Context: an optimization exercise on an open-source flow, tuned for small area and a short achievable clock period. The choices shown serve that exercise and are no tape-out recipe. The RTL was checked by simulation tests, not by an equivalence proof against the original design.

==> flow/design.v, too long to show whole: its modules and the start of the top module <==
// module notch_filter_q15: 16840 lines
// module nf_x2: 3 lines
// module nf_ha: 4 lines
// module nf_fa: 4 lines
module notch_filter_q15 (
    input logic clk,
    input logic reset,
    input logic signed [15:0] x_in,
    output logic signed [15:0] y_out,
    input logic signed [15:0] b0,
    input logic signed [15:0] b1,
    input logic signed [15:0] b2,
    input logic signed [15:0] a1,
    input logic signed [15:0] a2
);
  // ...
==> flow/flow/run.sh <==
#!/bin/bash
export SETUP_SLACK_MARGIN=${NF_SETUP_MARGIN:-8}
bash standard.sh > standard.log 2>&1
==> flow/standard.sh <==
#!/bin/bash
# synth_recipe.tcl (not shown) runs the flow's synth.tcl, then flattens the netlist and writes it again
# the make line also repeats each setting of config.mk as NAME=value (left out here)
make -C /OpenROAD-flow-scripts/flow DESIGN_CONFIG=/design/flow/config.mk WORK_HOME=/design/flow/orfs CLKGATE_MAP_FILE= SYNTH_SCRIPT=/design/flow/synth_recipe.tcl "${@:-finish}"
==> flow/config.mk <==
export PLATFORM = sky130hd
export DESIGN_NAME = notch_filter_q15
export DESIGN_NICKNAME = notch_filter_q15
export VERILOG_FILES = /design/flow/design.v
export SDC_FILE = /design/flow/constraint.sdc
export NUM_CORES = 4
export LEC_CHECK = 0
export ABC_AREA = 1
export CAP_MARGIN = 20
export CORE_MARGIN = 2
export CORE_UTILIZATION = 40
export SLEW_MARGIN = 20
export SYNTH_HIERARCHICAL = 1
export SYNTH_MINIMUM_KEEP_SIZE = 0
==> flow/constraint.sdc <==
create_clock -name core_clock -period 20.5 [get_ports {clk}]
set_input_delay 4.1000 -clock core_clock [delete_from_list [all_inputs] [get_ports {clk}]]
set_output_delay 4.1000 -clock core_clock [all_outputs]
set_load 0.01 [all_outputs]
==> results.toml, run 1 <==
[global_routing]
grt_antenna_before_repair = 2
grt_pass1_wl_um = 247000
grt_use_met1_pct = 37.3

[die]
io_pins = 114
die_area_um2 = 112000
fp-row-count = 121

[yosys]
synthDistinctLibCells = 54
ys_seq_elements = 68
syn_inst = 4803
synth_ff_type = "dfrtp_1"
synth_top_family_by_area = "adder cells"
synth_xor_area_share_pct = 20.9

[outcome]
status = "timing/DRC/antenna clean"

[layout]
largest_class = "multi-input combinational cells"
post-route-util_pct = 46.4
mostFrequentLayoutCell = "xor2_1"
multi_input_area_share_pct = 81.4
regArea_um2 = 1700

[cts]
clkSinkCount = 68
numCtsBuffers = 9
post_cts.repair.setup_buffers = 110
cts_buffer_depth = 2
cts-root-buf = "clkbuf_16"

[sta]
fin_crit_ps = 14580
finalHoldViolations = 0
finalSetupViolations = 0
max_freq_ghz = 0.0686
whs_ps = 373
final_max_slew_viol_count = 0

[worst_setup_path]
crit_path_top_delay_cell = "fa_1"
crit_path_end = "yq[3]"
r2r_start = "w1[19]"
critPathKind = "primary input to flip-flop"
slowest_delay_ps = 590

[detailed_routing]
routed_wl_um = 161000
wirelength_met1_um = 61900

[place]
placed_cells = 5998
placed_cell_area_um2 = 45900
==> run 2, diff against run 1 <==
==> flow/run.sh (new file) <==
#!/bin/bash
# synth_recipe.tcl (not shown) runs the flow's synth.tcl, then flattens the netlist and writes it again
# the make line also repeats each setting of config.mk as NAME=value (left out here)
make -C /OpenROAD-flow-scripts/flow DESIGN_CONFIG=/design/flow/config.mk WORK_HOME=/design/flow/orfs CLKGATE_MAP_FILE= SYNTH_SCRIPT=/design/flow/synth_recipe.tcl finish
--- a/flow/config.mk
+++ b/flow/config.mk
@@ -9,6 +9,7 @@
 export CAP_MARGIN = 20
 export CORE_MARGIN = 2
 export CORE_UTILIZATION = 40
+export SETUP_SLACK_MARGIN = 5
 export SLEW_MARGIN = 20
 export SYNTH_HIERARCHICAL = 1
 export SYNTH_MINIMUM_KEEP_SIZE = 0
removed: flow/flow/run.sh
removed: flow/standard.sh
==> results.toml, run 2 <==
[sta]
rsz0062_at_grt = "no"
finalHoldViolations = 0
final_max_slew_viol_count = 0
tightest_slew_ps = 1120
slew_headroom_pct = 25.6
fin_skew_ps = 16.5
max_freq_ghz = 0.0662
finalSetupViolations = 0
timing.final.crit_share_pct = 73.7
fin_crit_ps = 15110
tns_ps = 0
layout_setup_ws_ps = 5390

[yosys]
synth_ff_type = "dfrtp_1"
yosysMostFrequentCell = "xor2_1"
synth_common_cells = "1011 x xor2_1, 969 x o22ai_1, 812 x fa_1, 363 x clkbuf_1, 346 x nand2_1"
ys_warn_count = 7
ys_top_cells_by_area = "fa_1 37%, xor2_1 20%, o22ai_1 14%"
syn_inst = 4803
syn_avg_cell_area_um2 = 9.07
synthDistinctLibCells = 54
synth_area_um2 = 43600
ys_seq_elements = 68
syn_nets = 5971
synth_edf_count = 0
yosys.area.top_type_share_pct = 37.3
ys_seq_area_share_pct = 3.90
async_flop_share_pct = 100
synth_area_leader_cell = "fa_1"

[detailed_routing]
vias_per_cell = 6.21
dr.pass1.iters = 6
wl_per_cell_um = 25.1
ant_nets = 0
drc = 0
num_vias = 37800
routed_wl_um = 153000
drt_iter0_drc = 3897

[die]
die_area_um2 = 112000
fp-row-count = 121
core_area_um2 = 108000
start_util_pct = 40.2
fp.dieH_um = 334
io_pins = 114
die-width_um = 334

[global_routing]
grt_pass1_wl_um = 233000
grt_pass1_vias = 38100
met2_usage_pct = 42.8
grt_max_degree = 69
grt_use_met1_pct = 36.3
met3_usage_pct = 4.18
grt.busiest_layer = "met2"
grt_overflow_total = 0
grt_antenna_before_repair = 2
grt_usage_pct = 26.7

[worst_hold_path]
min_to = "w2[17]"
worstHoldStart = "w1[17]"
worstHoldPathType = "flip-flop to flip-flop"
min_path_cells = 0

[worst_setup_path]
reg2reg_depth = 40
arrival_ps = 15330
r2r_setup_slack_ps = 8800
end_kind = "flip-flop"
worstPathMaxFanout = 18
crit_path_top_delay_cell = "fa_1"
r2r_start = "w2[4]"
rr_endpoint = "yq[3]"
crit_path_frequent_cell = "fa_1"
worstPathRequired_ps = 20720
slowest_delay_ps = 560
critPathKind = "primary input to flip-flop"
start_kind = "primary input"

[cts]
clock_latency_ps = 340
cts_tree = "yes"
h-tree-depth = 3
clkSinkCount = 68
cts_buffer_depth = 2
numCtsBuffers = 9
clk_pin_slew_worst_paths_ps = 50
cts-root-buf = "clkbuf_16"

[place]
port_buffers = 113
dp_hpwl_um = 105000
gp_congestion = 0.912
dpl_worst_slack_ps = 3090

[outcome]
status = "timing/DRC/antenna clean"

[layout]
layout-drive-gt1-share_pct = 8.26
areaGrowthSynthToFinish_pct = 8.91
mostFrequentLayoutCell = "xor2_1"
nets = 5836
n_fill_cell = 10500
mostFrequentLayoutCells = "1011 x xor2_1, 963 x o22ai_1, 799 x fa_1"
top_regs = "w1 x32, w2 x32, yq x4"

[flow_run]
drv_cap = 0
## run 2: per-module statistics from Yosys (local to each module, per instance)
| module | cells | copies in the design | area, µm² | flops+latches |
|---|---|---|---|---|
| nf_ha | 1 | 220 | 12.5 | 0 |
| nf_fa | 1 | 812 | 20.0 | 0 |
| nf_x2 | 5 | 3 | 18.8 | 0 |
| notch_filter_q15 | 3756 | 1 | 24500 | 68 |
## run 2: kinds of logic (layout without fill, tap and decap cells)
group | count (synthesis) | count (layout) | synth area share [%]
xor+xnor | 1039 | 1039 | 20.9
simple gates | 672 | 673 | 6.39
compound gates | 1216 | 1218 | 17.4
flops | 68 | 68 | 3.90
buf+inv | 738 | 605 | 6.61
fa+ha+maj | 1070 | 1070 | 44.7
other cells | 0 | 1 | 0
## run 2: final cells by class
cell class	instances	area [µm²]	area share [%]
well taps	1414	1770	3.73
multi-input cells	4000	39600	83.4
flip-flops and latches	68	1700	3.59
inverters	269	1060	2.23
diodes	1	2.50	0.00527
repair inverters	2	15.0	0.0316
repair buffers	318	3050	6.43
clock buffers	9	225	0.475
clock inverters	7	75.1	0.158
## run 2: worst max-delay path by stage
stage	start	endpoint	slack, ps	cells past startpoint
after floorplan	a1[3]	yq[3]	5530	56
after global placement	a1[1]	yq[3]	3360	56
after detailed placement	a1[1]	yq[3]	3090	56
after CTS	a2[9]	yq[3]	5010	49
after global routing	a1[10]	yq[3]	4960	55
final	a1[10]	yq[3]	5390	43
## run 2: stage by stage
step | hold slack [ps] | util (%) | std cells | instance area [µm²]
finish | 378 | 43.8 | 6088 | 47500
global route | 395 | 43.8 | 6087 | 47500
CTS | 377 | 42.7 | 6032 | 46300
detailed placement | 365 | 42.1 | 6001 | 45600
global placement | 360 | 42.1 | 6001 | 45600
floorplan | 354 | - | 4803 | 43600
## run 2: what timing repair did
| action | in CTS | in global routing |
|---|---|---|
| pin swaps | 3 | 21 |
| gates cloned | 2 | 17 |
| endpoints found under the setup margin | 4 | 4 |
| setup buffers | 13 | 38 |
| gates resized for setup | 63 | 158 |
| hold buffers | 0 | 0 |
| hold endpoints to repair | 0 | 0 |
## run 2: routing by layer
metal / part of all wire (%) / vias to the layer above
met5: 0 / -
met4: 3.9 / 0
met3: 9.3 / 349
met2: 47 / 2214
met1: 40 / 19100
li1: - / 16200
## run 2: critical path: cells and delay by family
kind	cells	cell delay, ps
AOI/OAI and AO/OA	10	1480
and+or+nand+nor	7	720
xor gates and xnor gates	3	490
buffers and inverters	5	970
adders and majority gates	18	7550

==> port drivers added, routing unchanged <==
Ports are ideal in the flow. The routed layouts listed here were re-timed in OpenROAD.
Step 1 (the two cells are an assumption about what drives the block):
set clk [get_ports {clk}]
set_driving_cell -lib_cell sky130_fd_sc_hd__clkbuf_16 $clk
set_driving_cell -lib_cell sky130_fd_sc_hd__buf_2 [delete_from_list [all_inputs] $clk]
Step 2 adds t to the input delays and takes it off the output delays; t is the mean of the earliest and latest rising clock arrival at the registers after step 1. Input paths then give back, and output paths get back, about the clock's delay inside the block.
a / b / c = ideal / step 1 / step 2; a / b = the first two.
| run | t, ns | setup slack, ns | slew at the worst register clock pin (ns) | worst slew at a driven data input, ns | cell pins on the clock port's net |
|---|---|---|---|---|---|
| run 1 | 0.382 | 5.918 / 5.900 / 5.518 | 0.07 / 0.07 | 0.09 | 1 |
| run 2 | 0.377 | 5.392 / 5.385 / 5.008 | 0.07 / 0.07 | 0.10 | 1 |
After both steps setup and hold are still met in every run listed. The setup slack of run 1, which loses most, moves by -0.018 ns with the drivers and by -0.400 ns with both steps.
